From an optimization exercise on the open Yosys and OpenROAD flow, aimed at small area; shortcuts taken in it are not production practice.
The RTL was checked by simulation tests, not by an equivalence proof against the original design.
Power and IR drop assume default switching activity.

## design.v

```verilog
`timescale 1ns / 1ps
module counter_toggle(
    input           clk,
    input           rstb,
    input           ena,
    input [31:0]    i_cntMax,
    output reg      o_toggle
    );
    reg [31:0] cnt;
    always @(negedge rstb or posedge clk)begin
        if(!rstb)
            cnt <= 'b0;
        else if(!ena)
            cnt <= 'b0;
        else if(cnt == i_cntMax-1)
            cnt <= 'b0;
        else
            cnt <= cnt+1;
    end
    always@(negedge rstb or posedge clk)begin
        if(!rstb)
            o_toggle <= 0;
        else if(!ena)
            o_toggle <= 0;
        else if(cnt == i_cntMax-1)
            o_toggle <= ~o_toggle;
    end
endmodule
`timescale 1ns / 1ps
module top_ledBlink(
    input       clk,
    input       rstb,
    input [3:0] swt,
    output [3:0] led
);
wire [31:0] w_i_cnt_25M = 32'd25;
wire [31:0] w_i_cnt_50M = 32'd50;
wire [31:0] w_i_cnt_100M = 32'd100;
wire [31:0] w_i_cnt_200M = 32'd200;
counter_toggle
cnt_25M
(
    .clk(clk),
    .rstb(rstb),
    .ena(swt[0]),
    .i_cntMax(w_i_cnt_25M),
    .o_toggle(led[0])
);
counter_toggle
cnt_50M
(
    .clk(clk),
    .rstb(rstb),
    .ena(swt[1]),
    .i_cntMax(w_i_cnt_50M),
    .o_toggle(led[1])
);
counter_toggle
cnt_100M
(
    .clk(clk),
    .rstb(rstb),
    .ena(swt[2]),
    .i_cntMax(w_i_cnt_100M),
    .o_toggle(led[2])
);
counter_toggle
cnt_200M
(
    .clk(clk),
    .rstb(rstb),
    .ena(swt[3]),
    .i_cntMax(w_i_cnt_200M),
    .o_toggle(led[3])
);
endmodule
```

## run.sh

```bash
#!/bin/bash
# synth_recipe.tcl (not shown) runs the flow's synth.tcl, then flattens the netlist and writes it again
# the make line also repeats each setting of config.mk as NAME=value (left out here)
make -C /OpenROAD-flow-scripts/flow DESIGN_CONFIG=/design/flow/config.mk WORK_HOME=/design/flow/orfs CLKGATE_MAP_FILE= SYNTH_SCRIPT=/design/flow/synth_recipe.tcl finish
```

## config.mk

```make
export PLATFORM = sky130hd
export DESIGN_NAME = top_ledBlink
export DESIGN_NICKNAME = top_ledBlink
export VERILOG_FILES = /design/flow/design.v
export SDC_FILE = /design/flow/constraint.sdc
export NUM_CORES = 4
export LEC_CHECK = 0
export CAP_MARGIN = 20
export CORE_MARGIN = 2
export CORE_UTILIZATION = 40
export SLEW_MARGIN = 20
```

## constraint.sdc

```tcl
create_clock -name core_clock -period 5.0 [get_ports {clk}]
set_input_delay 1.0000 -clock core_clock [delete_from_list [all_inputs] [get_ports {clk}]]
set_output_delay 1.0000 -clock core_clock [all_outputs]
set_load 0.01 [all_outputs]
```

==> qor.csv, run 1 <==
stage;metric;value;unit
status;status;no timing/DRC/antenna violations;
timing;Final min period;2510;ps
critical_path;Crit Path Category;reg -> reg;
critical_path;CP startpoint kind;flip-flop;
power;leakage;3.19;nW
critical_path;worst reg-to-reg setup slack;2490;ps
clock_network;worst skew pair latency;420;ps
critical_path;cell count of the worst reg-to-reg path;5;
timing;Fin Hold WS;454;ps
min_path;hold crit path type;reg -> reg;
cells_and_area;share of layout cells above drive strength 1;6.24;%
logic_synthesis;Syn Std Cell Area;6590;µm²
die;Ports;10;
clock_network;# hold bufs at CTS;0;
drt;Post-Route WL;12.8;mm
critical_path;cell mode on critical path;or4_1;
cells_and_area;Reg area;3300;µm²
critical_path;Slowest-stage cell, CP;or4_1;
logic_synthesis;Ys Warns;1;
clock_network;Clock transition at path regs;50;ps
critical_path;CP max stage delay;520;ps
min_path;hold path startpoint;cnt_200M.cnt[0];
clock_network;clk root buf;clkbuf_16;
cells_and_area;Total Nets Final;706;
logic_synthesis;register bit count reported by yosys;132;
die;Die Ht;132;µm
critical_path;Crit Reg-Reg Endpoint;cnt_25M.cnt[13];
placement;Port-buffer cells;9;
drt;vias;4845;
timing;final hold viol count;0;
critical_path;CP Capture Type;flip-flop;
grt;Remaining Overflow, GRT;0;
logic_synthesis;sequential-to-total area share from yosys stat;50.1;%
cells_and_area;fill count;1560;
timing;slew at the pin closest to its max-slew limit;1010;ps
critical_path;crit path cell chain;or4_1, or4_1, nor3_2, or2b_2, nor2_1;
grt;vias in the first global route;4787;
die;Initial Util;41.2;%
timing;Final TNS setup;0;ps
die;Core ar.;16000;µm²
drt;Pre-antenna DRT Iters;4;
cells_and_area;area grow syn2layout;12.4;%
job;max cap viols;0;
timing;Setup violations, final;0;
power;Pwr per Cell Area;312;nW/µm²
logic_synthesis;average cell area after synthesis;9.61;µm²
grt;initial antenna violation count;0;
drt;WL/cell;13.9;µm
placement;GPL Wtd Cong;0.823;
logic_synthesis;synth unique cells;32;
timing;Clock Skew;6.74;ps
critical_path;Worst Path Required;5280;ps
clock_network;CTS H-Tree Depth;4;
cells_and_area;Multi-input gate area;3130;µm²
placement;Final HPWL DP;8.37;mm
clock_network;Inserted Clock Buffers;17;
clock_network;Sink Count;132;
critical_path;crit path max fanout;31;
clock_network;CTS tree;yes;
die;die width;132;µm
logic_synthesis;syn nets;698;
power;Peak VDD IR;0.260;mV
min_path;WHS Path Cells;1;
critical_path;R2R Path Start;cnt_25M.cnt[20];
drt;antenna-violating nets left;0;
clock_network;# resized after CTS;0;
clock_network;postcts setup bufs;0;
die;FP Rows;46;
timing;Final Cycle Share;50.1;%
die;Die Footprint;17500;µm²
critical_path;Crit path arrival time;2780;ps
min_path;Hold EP;cnt_200M.cnt[0];
timing;RSZ-0062 raised after global routing;no;
drt;DRC viols;0;
clock_network;Clock Path Buffers;2;
grt;largest net degree at the start of global routing;51;
drt;routed via count divided by cell count;5.26;
timing;Max-slew headroom;32.5;%
timing;Highest Clock Rate;399;MHz
grt;GRT Util Overall;15.9;%
drt;Starting DRT DRC Count;387;
timing;Slew Viols, Final;0;
cells_and_area;antenna diode count;0;
grt;first-pass GRT wire length;22.8;mm
logic_synthesis;Syn Inst Count;686;
==> registers in the layout (all words and copies together), names as in the netlist <==
name,flops
cnt_25M.o_toggle,1
cnt_25M.cnt,32
cnt_50M.cnt,32
cnt_200M.cnt,32
cnt_200M.o_toggle,1
cnt_100M.cnt,32
cnt_50M.o_toggle,1
cnt_100M.o_toggle,1
==> per-layer routing <==
| metal | part of all wire (%) | up-vias | track usage (%) |
|---|---|---|---|
| met5 | 0 | - | 0 |
| met4 | 0.71 | 0 | 4.36 |
| met3 | 3.3 | 8 | 5.73 |
| met2 | 47 | 60 | 24.4 |
| met1 | 49 | 2404 | 21.4 |
| li1 | - | 2373 | - |
==> synth_stat cells <==
cell type / n / area, µm²
nor2_1: 145 / 544
dfrtp_1: 132 / 3300
xor2_1: 87 / 762
nand4_1: 52 / 325
nand3_1: 46 / 230
nand2_1: 41 / 154
xnor2_1: 32 / 280
nor4_1: 24 / 150
and3_1: 19 / 119
nor3_1: 16 / 80.1
and4_1: 15 / 131
clkbuf_1: 15 / 56.3
inv_1: 12 / 45.0
and2_1: 6 / 37.5
ha_1: 6 / 75.1
nor4b_1: 5 / 43.8
buf_4: 4 / 30.0
or3_1: 4 / 25.0
a21oi_1: 3 / 15.0
buf_6: 3 / 33.8
o21ai_0: 3 / 15.0
a31o_2: 2 / 17.5
nand2b_1: 2 / 12.5
nor3_2: 2 / 20.0
nor4_2: 2 / 25.0
or4_1: 2 / 15.0
buf_1: 1 / 3.75
buf_2: 1 / 5.00
nor4b_2: 1 / 15.0
o21ai_1: 1 / 5.00
or2_2: 1 / 6.26
or2b_2: 1 / 8.76
==> logic make-up (layout without fill, tap and decap cells) <==
family | after synthesis | count (layout) | share of synthesized area, %
AO/OA/AOI/OAI | 9 | 9 | 0.797
XOR/XNOR | 119 | 119 | 15.8
AND/OR/NAND/NOR | 384 | 384 | 29.5
flip-flops | 132 | 132 | 50.1
adder cells (fa/ha/maj) | 6 | 6 | 1.14
buffers and inverters | 36 | 55 | 2.64
==> how the worst max path moves through the flow <==
stage	slack, ps	startpoint	cells after the start	end
final	2490	cnt_25M.cnt[20]	5	cnt_25M.cnt[13]
after global routing	2290	cnt_25M.cnt[20]	5	cnt_25M.cnt[13]
after CTS	2360	cnt_50M.cnt[1]	7	cnt_50M.cnt[5]
after detailed placement	2370	cnt_50M.cnt[1]	7	cnt_50M.cnt[25]
after global placement	2420	cnt_50M.cnt[1]	7	cnt_50M.cnt[3]
after floorplan	2930	cnt_25M.cnt[20]	6	cnt_25M.cnt[10]
==> worst max-delay path, delay by kind of cell, from the launching register on <==
kind             cells  cell delay (ps)
and+or+nand+nor      5             1920
DFF                  1              430
==> report_power, final <==
| part | internal [mW] | total (mW) | leakage (nW) | switching [mW] |
|---|---|---|---|---|
| registers | 1.08 | 1.09 | 1.83 | 0.00867 |
| logic | 0.0170 | 0.0641 | 1.09 | 0.0471 |
| clock network | 0.727 | 1.16 | 0.273 | 0.433 |
==> cell usage in the layout (no fill, tap or decap) <==
cell type / synthesis / final
or2b_2: 1 / 1
nor3_1: 16 / 16
nor2_1: 145 / 145
nor4_2: 2 / 3
dfrtp_1: 132 / 132
ha_1: 6 / 6
xnor2_1: 32 / 32
o21ai_0: 3 / 3
nor4b_1: 5 / 5
and3_1: 19 / 19
inv_1: 12 / 12
bufinv_16: 0 / 1
nand3_1: 46 / 46
xor2_1: 87 / 87
nand2_1: 41 / 41
or4_1: 2 / 2
nand4_1: 52 / 52
and2_1: 6 / 6
nor3_2: 2 / 2
clkbuf_8: 0 / 4
clkdlybuf4s50_1: 0 / 8
or3_1: 4 / 4
clkbuf_1: 15 / 4
nand2b_2: 0 / 2
a31o_2: 2 / 2
nor4_1: 24 / 23
a21oi_1: 3 / 3
clkbuf_16: 0 / 17
clkinv_2: 0 / 4
o21ai_2: 0 / 1
buf_4: 4 / 5
or2_2: 1 / 1
nor4b_2: 1 / 1
and4_1: 15 / 15
==> final cells by class <==
type	count	area share, %
Sequential cell	132	44.6
Multi-Input combinational cell	518	42.2
Timing Repair Buffer	13	1.59
Inverter	12	0.608
Clock buffer	25	6.69
Tap cell	216	3.65
Clock inverter	5	0.675
==> metrics by stage <==
step                      instances  power, mW  area (µm²)  util [%]  setup slack [ps]
after floorplan                 686       1.14        6590         -              2930
after CTS                       921       2.34        7400      46.2              2360
after global routing            921       2.41        7410      46.3              2290
after global placement          891       1.17        6850      42.8              2420
after detailed placement        891       1.17        6850      42.8              2370
final                           921       2.31        7410      46.3              2490
==> run 2: changes to the inputs <==
==> design.v (replaced) <==
`timescale 1ns / 1ps
module counter_toggle #(
    parameter N = 25,
    parameter W = 5
)(
    input       clk,
    input       rstb,
    input       ena,
    output reg  o_toggle
);
    reg  [W-1:0] cnt;
    wire tc = (cnt & (N-1)) == (N-1);
    always @(negedge rstb or posedge clk) begin
        if (!rstb)
            cnt <= 0;
        else if (!ena || tc)
            cnt <= 0;
        else
            cnt <= cnt + 1'b1;
    end
    always @(negedge rstb or posedge clk) begin
        if (!rstb)
            o_toggle <= 1'b0;
        else if (!ena)
            o_toggle <= 1'b0;
        else if (tc)
            o_toggle <= ~o_toggle;
    end
endmodule
`timescale 1ns / 1ps
module top_ledBlink(
    input       clk,
    input       rstb,
    input [3:0] swt,
    output [3:0] led
);
counter_toggle #(.N(25),  .W(5)) cnt_25M  (.clk(clk), .rstb(rstb), .ena(swt[0]), .o_toggle(led[0]));
counter_toggle #(.N(50),  .W(6)) cnt_50M  (.clk(clk), .rstb(rstb), .ena(swt[1]), .o_toggle(led[1]));
counter_toggle #(.N(100), .W(7)) cnt_100M (.clk(clk), .rstb(rstb), .ena(swt[2]), .o_toggle(led[2]));
counter_toggle #(.N(200), .W(8)) cnt_200M (.clk(clk), .rstb(rstb), .ena(swt[3]), .o_toggle(led[3]));
endmodule
--- a/config.mk
+++ b/config.mk
@@ -7,2 +7,3 @@
 export LEC_CHECK = 0
+export ABC_AREA = 1
 export CAP_MARGIN = 20
@@ -10,2 +11,5 @@
 export CORE_UTILIZATION = 40
+export CTS_BUF_LIST = sky130_fd_sc_hd__clkbuf_4
+export CTS_CLUSTER_DIAMETER = 200
+export CTS_CLUSTER_SIZE = 40
 export SLEW_MARGIN = 20
==> qor.csv, run 2 <==
stage;metric;value;unit;change
status;status;no timing/DRC/antenna violations;;
grt;first-pass GRT wire length;3.64;mm;-84%
die;Core ar.;3130;µm²;-80%
timing;Final TNS setup;0;ps;unchanged
cells_and_area;antenna diode count;0;;unchanged
die;Die Footprint;3820;µm²;-78%
clock_network;worst skew pair latency;330;ps;-90 ps
timing;Final min period;2250;ps;-260 ps
logic_synthesis;most common cell in the synthesized netlist;nor2_1;;
clock_network;# resized after CTS;0;;unchanged
cells_and_area;final core occ;48.4;%;+2.1 points
power;clock network power share;31.4;%;-19 points
drt;antenna-violating nets left;0;;unchanged
timing;slew at the pin closest to its max-slew limit;375;ps;-635 ps
logic_synthesis;largest family of logic cells by synthesized area;simple AND/OR/NAND/NOR gates;;
logic_synthesis;Synth Flop Type;dfrtp_1;;
logic_synthesis;Area contributors post-synth;dfrtp_1 56%, nor2_1 9.3%, nand2_1 5.3%;;
power;Net Switching;0.113;mW;-77%
critical_path;crit path cell chain;clkdlybuf4s50_1;;
critical_path;CP Capture Type;output pin;;
logic_synthesis;sequential-to-total area share from yosys stat;56.1;%;+6.0 points
clock_network;Clock transition at path regs;100;ps;+50 ps
power;Pwr per Cell Area;294;nW/µm²;-5.6%
drt;Post-Route WL;1.96;mm;-85%
grt;GRT Util Overall;13.7;%;-2.2 points
power;Comb pwr share;9.8;%;+7.0 points
logic_synthesis;Ys Warns;4;;+3
clock_network;Sink Count;30;;-77%
cells_and_area;Total Nets Final;168;;-76%
cells_and_area;most common library cell in the layout ignoring fill and taps;nor2_1;;
critical_path;crit path max fanout;3;;-90%
critical_path;CP max stage delay;540;ps;+20 ps
critical_path;Worst Path Required;4000;ps;-1280 ps
grt;vias in the first global route;867;;-82%
logic_synthesis;Synth top cells by count;33 x nor2_1, 30 x dfrtp_1, 19 x nand2_1;;
die;FP Rows;20;;-57%
logic_synthesis;synth unique cells;17;;-47%
clock_network;CTS H-Tree Depth;2;;-2
drt;vias;890;;-82%
logic_synthesis;Syn Std Cell Area;1340;µm²;-80%
critical_path;top cell family by delay on the critical path;buffers and inverters;;
grt;largest net degree at the start of global routing;31;;-39%
logic_synthesis;EDFF count, synth;0;;unchanged
grt;initial antenna violation count;0;;unchanged
power;Design Power;0.446;mW;-81%
critical_path;CP startpoint kind;flip-flop;;
die;die width;61.8;µm;-53%
clock_network;postcts setup bufs;0;;unchanged
clock_network;Clock Path Buffers;2;;unchanged
timing;RSZ-0062 raised after global routing;no;;
cells_and_area;share of layout cells above drive strength 1;11.9;%;+5.7 points
critical_path;Slowest-stage cell, CP;clkdlybuf4s50_1;;
drt;DRC viols;0;;unchanged
critical_path;Crit path arrival time;1250;ps;-1530 ps
drt;Starting DRT DRC Count;52;;-87%
logic_synthesis;Syn Inst Count;145;;-79%
logic_synthesis;mux cell area share after synthesis;0;%;unchanged
timing;Final Cycle Share;44.9;%;-5.2 points
power;Reg power frac;58.8;%;+12 points
job;max cap viols;0;;unchanged
die;Die Ht;61.8;µm;-53%
cells_and_area;commonest non-fill, non-tap cells in the layout;33 x nor2_1, 30 x dfrtp_1, 19 x nand2_1;;
timing;Slew Viols, Final;0;;unchanged
logic_synthesis;Synth Area in XOR/XNOR;5.89;%;-9.9 points
power;leakage;0.716;nW;-78%
timing;Setup violations, final;0;;unchanged
logic_synthesis;top cell type's share of synthesized area;56.1;%;+6.0 points
clock_network;# hold bufs at CTS;0;;unchanged
clock_network;Inserted Clock Buffers;5;;-12
cells_and_area;max FFs per register;8;;
logic_synthesis;syn nets;155;;-78%
cells_and_area;Top reg by flops;cnt_200M.cnt;;
drt;Pre-antenna DRT Iters;4;;unchanged
cells_and_area;area grow syn2layout;13.2;%;
power;Peak VDD IR;0.131;mV;-50%
power;Pint;0.333;mW;-82%
critical_path;CP Buf/Inv Count;1;;+1
grt;Remaining Overflow, GRT;0;;unchanged
drt;routed via count divided by cell count;4.38;;-17%
timing;final hold viol count;0;;unchanged
placement;Final HPWL DP;1.36;mm;-84%
timing;Clock Skew;11.6;ps;+4.84 ps
logic_synthesis;Adder-Cell Fraction of Synth Area;3.74;%;+2.6 points
logic_synthesis;register bit count reported by yosys;30;;-77%
critical_path;Crit Path Category;reg -> out;;
logic_synthesis;area leader, netlist;dfrtp_1;;
die;Initial Util;42.8;%;+1.6 points
clock_network;CTS tree;yes;;
power;Sw Share;25.4;%;+4.2 points
clock_network;clk root buf;clkbuf_4;;
logic_synthesis;average cell area after synthesis;9.22;µm²;-4.0%
timing;Highest Clock Rate;445;MHz;+12%
placement;Port-buffer cells;9;;unchanged
cells_and_area;biggest regs;cnt_200M.cnt x8, cnt_100M.cnt x7, cnt_50M.cnt x6;;
placement;GPL Wtd Cong;0.733;;-11%
die;Ports;10;;unchanged
min_path;hold crit path type;reg -> reg;;
logic_synthesis;post-synthesis compound-gate area fraction;3.65;%;+2.9 points
logic_synthesis;Synth Area in Simple Gates;24.4;%;-5.1 points
logic_synthesis;ys async rst share;100;%;unchanged
timing;Max-slew headroom;75.0;%;+42 points
drt;WL/cell;9.67;µm;-30%
[run 2: final cells by class]
type,count,area [µm²]
clock buffer,6,45.0
clock inverter,2,8.76
fill,299,1610
inverter,14,52.6
multi-input combinational,97,504
sequential,30,751
tap,44,55.1
timing repair buffer,10,97.6
[run 2: final timing paths]
check	cells after the start	start	endpoint	slack, ps
min	1	cnt_25M.cnt[0]	cnt_25M.cnt[0]	470
min reg2reg	1	cnt_25M.cnt[0]	cnt_25M.cnt[0]	470
max reg2reg	6	cnt_200M.cnt[0]	cnt_200M.cnt[3]	3810
max in group asynchronous	2	rstb	cnt_100M.cnt[4]	3670
max	1	cnt_200M.o_toggle	led[3]	2750
min in group asynchronous	2	rstb	cnt_200M.cnt[3]	1050
[run 2: cell families (layout without fill, tap and decap cells)]
family / after synthesis / after routing
compound gates: 9 / 9
xor+xnor: 9 / 9
fa+ha+maj: 4 / 4
buf+inv: 18 / 32
flops: 30 / 30
simple gates: 75 / 75
[run 2: routing by layer]
layer  vias to the layer above  wire length, µm  GRT usage, %
met5                         -                0             0
met4                         0               40          7.29
met3                         5               99          6.83
met2                        15              874          19.4
met1                       394              948          17.1
li1                        476                -             -
[run 2: stage by stage]
stage                     cell area (µm²)  setup WS [ps]  hold WS (ps)  instances
after global placement               1460           2990           449        195
after detailed placement             1460           2970           463        195
after global routing                 1510           2660           501        203
after CTS                            1510           2730           476        203
final                                1510           2750           474        203
after floorplan                      1340           3490           433        145
[run 2: power groups by stage]
| stage | clock network [mW] | logic (mW) | registers (mW) |
|---|---|---|---|
| finish | 0.140 | 0.0437 | 0.262 |
| global route | 0.160 | 0.0507 | 0.265 |
| CTS | 0.148 | 0.0448 | 0.262 |
| detailed placement | 0 | 0.0446 | 0.267 |
| global placement | 0 | 0.0432 | 0.267 |
| floorplan | 0 | 0.0289 | 0.266 |
==> run 3: changes to the inputs <==
--- a/config.mk
+++ b/config.mk
@@ -7,3 +7,2 @@
 export LEC_CHECK = 0
-export ABC_AREA = 1
 export CAP_MARGIN = 20
@@ -11,5 +10,2 @@
 export CORE_UTILIZATION = 40
-export CTS_BUF_LIST = sky130_fd_sc_hd__clkbuf_4
-export CTS_CLUSTER_DIAMETER = 200
-export CTS_CLUSTER_SIZE = 40
 export SLEW_MARGIN = 20
==> qor.csv, run 3 <==
stage;metric;value;unit;change
placement;Final HPWL DP;1.50;mm;+10%
clock_network;CTS tree;yes;;
logic_synthesis;average cell area after synthesis;10.9;µm²;+18%
cells_and_area;antenna diode count;0;;unchanged
cells_and_area;area grow syn2layout;17.5;%;
drt;Pre-antenna DRT Iters;4;;unchanged
drt;Starting DRT DRC Count;51;;-1.9%
logic_synthesis;sequential-to-total area share from yosys stat;56.1;%;unchanged
timing;Final TNS setup;0;ps;unchanged
drt;DRC viols;0;;unchanged
timing;Final Cycle Share;45.0;%;+0.11 points
power;clock network power share;47.4;%;+16 points
drt;vias;909;;+2.1%
power;Net Switching;0.109;mW;-3.9%
clock_network;# hold bufs at CTS;0;;unchanged
grt;Remaining Overflow, GRT;0;;unchanged
clock_network;CTS H-Tree Depth;2;;unchanged
critical_path;crit path cell chain;clkdlybuf4s50_1;;
die;Initial Util;42.8;%;unchanged
clock_network;Sink Count;30;;unchanged
timing;Highest Clock Rate;444;MHz;-0.25%
timing;Slew Viols, Final;0;;unchanged
logic_synthesis;area leader, netlist;dfrtp_1;;
logic_synthesis;synth unique cells;24;;+7
die;Die Footprint;3820;µm²;unchanged
die;FP Rows;20;;unchanged
power;Peak VDD IR;0.339;mV;+160%
timing;Max-slew headroom;75.5;%;+0.47 points
min_path;hold crit path type;reg -> reg;;
cells_and_area;biggest regs;cnt_200M.cnt x8, cnt_100M.cnt x7, cnt_50M.cnt x6;;
cells_and_area;Top reg by flops;cnt_200M.cnt;;
critical_path;CP max stage delay;540;ps;about the same
logic_synthesis;Synth Flop Type;dfrtp_1;;
logic_synthesis;register bit count reported by yosys;30;;unchanged
timing;final hold viol count;0;;unchanged
grt;first-pass GRT wire length;3.68;mm;+0.93%
logic_synthesis;Ys Warns;4;;unchanged
critical_path;Crit path arrival time;1250;ps;about the same
power;Pwr per Cell Area;344;nW/µm²;+17%
power;Reg power frac;47.9;%;-11 points
power;Design Power;0.540;mW;+21%
clock_network;Clock Path Buffers;2;;unchanged
logic_synthesis;ys async rst share;100;%;unchanged
logic_synthesis;most common cell in the synthesized netlist;dfrtp_1;;
die;Core ar.;3130;µm²;unchanged
job;max cap viols;0;;unchanged
timing;Clock Skew;14.7;ps;+3.13 ps
critical_path;Slowest-stage cell, CP;clkdlybuf4s50_1;;
drt;Post-Route WL;2.17;mm;+11%
drt;routed via count divided by cell count;5.02;;+15%
cells_and_area;share of layout cells above drive strength 1;8.03;%;-3.9 points
grt;largest net degree at the start of global routing;31;;unchanged
clock_network;clk root buf;clkbuf_4;;
logic_synthesis;EDFF count, synth;0;;unchanged
timing;Setup violations, final;0;;unchanged
grt;vias in the first global route;864;;-0.35%
power;Pint;0.432;mW;+30%
placement;Port-buffer cells;9;;unchanged
timing;final worst-path setup slack;2750;ps;-5.66 ps
die;die width;61.8;µm;unchanged
clock_network;Inserted Clock Buffers;5;;unchanged
die;Die Ht;61.8;µm;unchanged
power;leakage;0.707;nW;-1.2%
logic_synthesis;Synth top cells by count;30 x dfrtp_1, 13 x nand2_1, 12 x nor2_1;;
timing;Final min period;2250;ps;+5.66 ps
cells_and_area;Total Nets Final;146;;-13%
cells_and_area;commonest non-fill, non-tap cells in the layout;30 x dfrtp_1, 13 x nand2_1, 12 x nor2_1;;
power;Comb pwr share;4.7;%;-5.1 points
critical_path;cell count of the worst reg-to-reg path;4;;-2
critical_path;CP Buf/Inv Count;1;;unchanged
logic_synthesis;Syn Inst Count;123;;-15%
critical_path;crit path max fanout;2;;-1
die;Ports;10;;unchanged
clock_network;# resized after CTS;0;;unchanged
min_path;WHS Path Cells;1;;unchanged
critical_path;Critical Path Stages;1;;unchanged
placement;GPL Wtd Cong;0.731;;-0.26%
critical_path;CP startpoint kind;flip-flop;;
critical_path;CP Capture Type;output pin;;
logic_synthesis;Area contributors post-synth;dfrtp_1 56%, xnor2_1 4.6%, xor2_1 4.6%;;
cells_and_area;most common library cell in the layout ignoring fill and taps;dfrtp_1;;
cells_and_area;max FFs per register;8;;unchanged
status;status;no timing/DRC/antenna violations;;
clock_network;Clock transition at path regs;100;ps;about the same
grt;GRT Util Overall;14.0;%;+0.28 points
logic_synthesis;Syn Std Cell Area;1340;µm²;unchanged
cells_and_area;Final Cell Area;1570;µm²;+3.8%
timing;slew at the pin closest to its max-slew limit;368;ps;-7.00 ps
placement;Cells after DPL;173;;-11%
placement;placed cell area;1460;µm²;unchanged
timing;RSZ-0062 raised after global routing;no;;
critical_path;Worst Path Required;4000;ps;about the same
placement;DP Worst Slack;3070;ps;+103 ps
drt;antenna-violating nets left;0;;unchanged
power;Sw Share;20.1;%;-5.3 points
clock_network;worst skew pair latency;330;ps;about the same
cells_and_area;Finished Layout Cells;181;;-11%
grt;initial antenna violation count;0;;unchanged
critical_path;Crit Path Category;reg -> out;;
critical_path;top cell family by delay on the critical path;buffers and inverters;;
drt;WL/cell;12.0;µm;+24%
logic_synthesis;syn nets;133;;-14%
clock_network;postcts setup bufs;0;;unchanged
logic_synthesis;top cell type's share of synthesized area;56.1;%;unchanged
## run 3: cell count changes in the layout (fill, tap and decap cells not counted), moves of 4 or more
cell     delta
and2_1      +5
xnor2_1     +4
inv_1      -13
or3_1       +4
nor2_1     -21
nand2_1     -6
nand2_2     -4
and3_1      +5
## run 3: logic make-up after synthesis
logic type	count (synthesis)	share of synthesized area (%)
and+or+nand+nor	59	22.7
DFF	30	56.1
xor gates and xnor gates	14	9.17
AOI/OAI and AO/OA	11	5.24
buffers and inverters	4	2.25
adders and majority gates	4	3.74
muxes	1	0.748
## run 3: layout make-up
cell class                 count  area, µm²
sequential                    30        751
clock inverter                 2       60.1
fill                         293       1560
multi-input combinational     89        557
tap                           44       55.1
clock buffer                   6       51.3
timing repair buffer          10       97.6
## run 3: path summary, 6_finish.rpt
| path | startpoint | end | slack [ps] |
|---|---|---|---|
| setup reg to reg | cnt_100M.cnt[0] | cnt_100M.cnt[6] | 3680 |
| max in group asynchronous | rstb | cnt_50M.cnt[0] | 3670 |
| hold reg to reg | cnt_100M.cnt[0] | cnt_100M.cnt[0] | 490 |
| hold / removal | cnt_100M.cnt[0] | cnt_100M.cnt[0] | 490 |
| setup / recovery | cnt_100M.o_toggle | led[2] | 2750 |
| min in group asynchronous | rstb | cnt_100M.o_toggle | 1040 |
## run 3: metal layers
metal | vias to the layer above | wire length, µm | track usage [%]
met4 | 0 | 17 | 6.38
met3 | 2 | 101 | 6.83
met2 | 17 | 1050 | 22.4
li1 | 442 | - | -
met1 | 448 | 999 | 15.8
met5 | - | 0 | 0
## run 3: stage by stage
| step | util [%] | hold slack [ps] |
|---|---|---|
| 4_1_cts | 50.2 | 499 |
| 3_3_place_gp | 46.7 | 477 |
| 5_1_grt | 50.2 | 515 |
| 6_report | 50.2 | 494 |
| 3_5_place_dp | 46.7 | 485 |
| 2_1_floorplan | - | 450 |
## run 3: power by group through the flow
stage	registers, mW	logic, mW	clock network [mW]
4_1_cts	0.258	0.0265	0.263
3_3_place_gp	0.263	0.0258	0
5_1_grt	0.260	0.0300	0.279
6_report	0.259	0.0256	0.256
3_5_place_dp	0.263	0.0261	0
2_1_floorplan	0.261	0.0131	0

==> what the ideal ports hide <==
Ports are ideal in the flow. The routed layouts listed here were re-timed in OpenROAD.
Step 1, drivers: a clkbuf_16 drives clk and a buf_2 each remaining input, both assumed.
Step 2 adds t to the input delays and takes it off the output delays; t is the mean of the earliest and latest rising clock arrival at the registers after step 1. Input paths then give back, and output paths get back, about the clock's delay inside the block.
a / b / c = ideal / step 1 / step 2; a / b = the first two.
run | shift t [ns] | slack for setup (ns) | hold WS [ns] | cell pins on the clock port's net
run 1 | 0.457 | 2.495 / 2.495 / 2.495 | 0.454 / 0.454 / 0.454 | 1
run 2 | 0.349 | 2.755 / 2.735 / 2.967 | 0.474 / 0.474 / 0.474 | 1
run 3 | 0.344 | 2.749 / 2.729 / 3.073 | 0.494 / 0.494 / 0.494 | 1
After both steps every run listed still meets setup and hold.
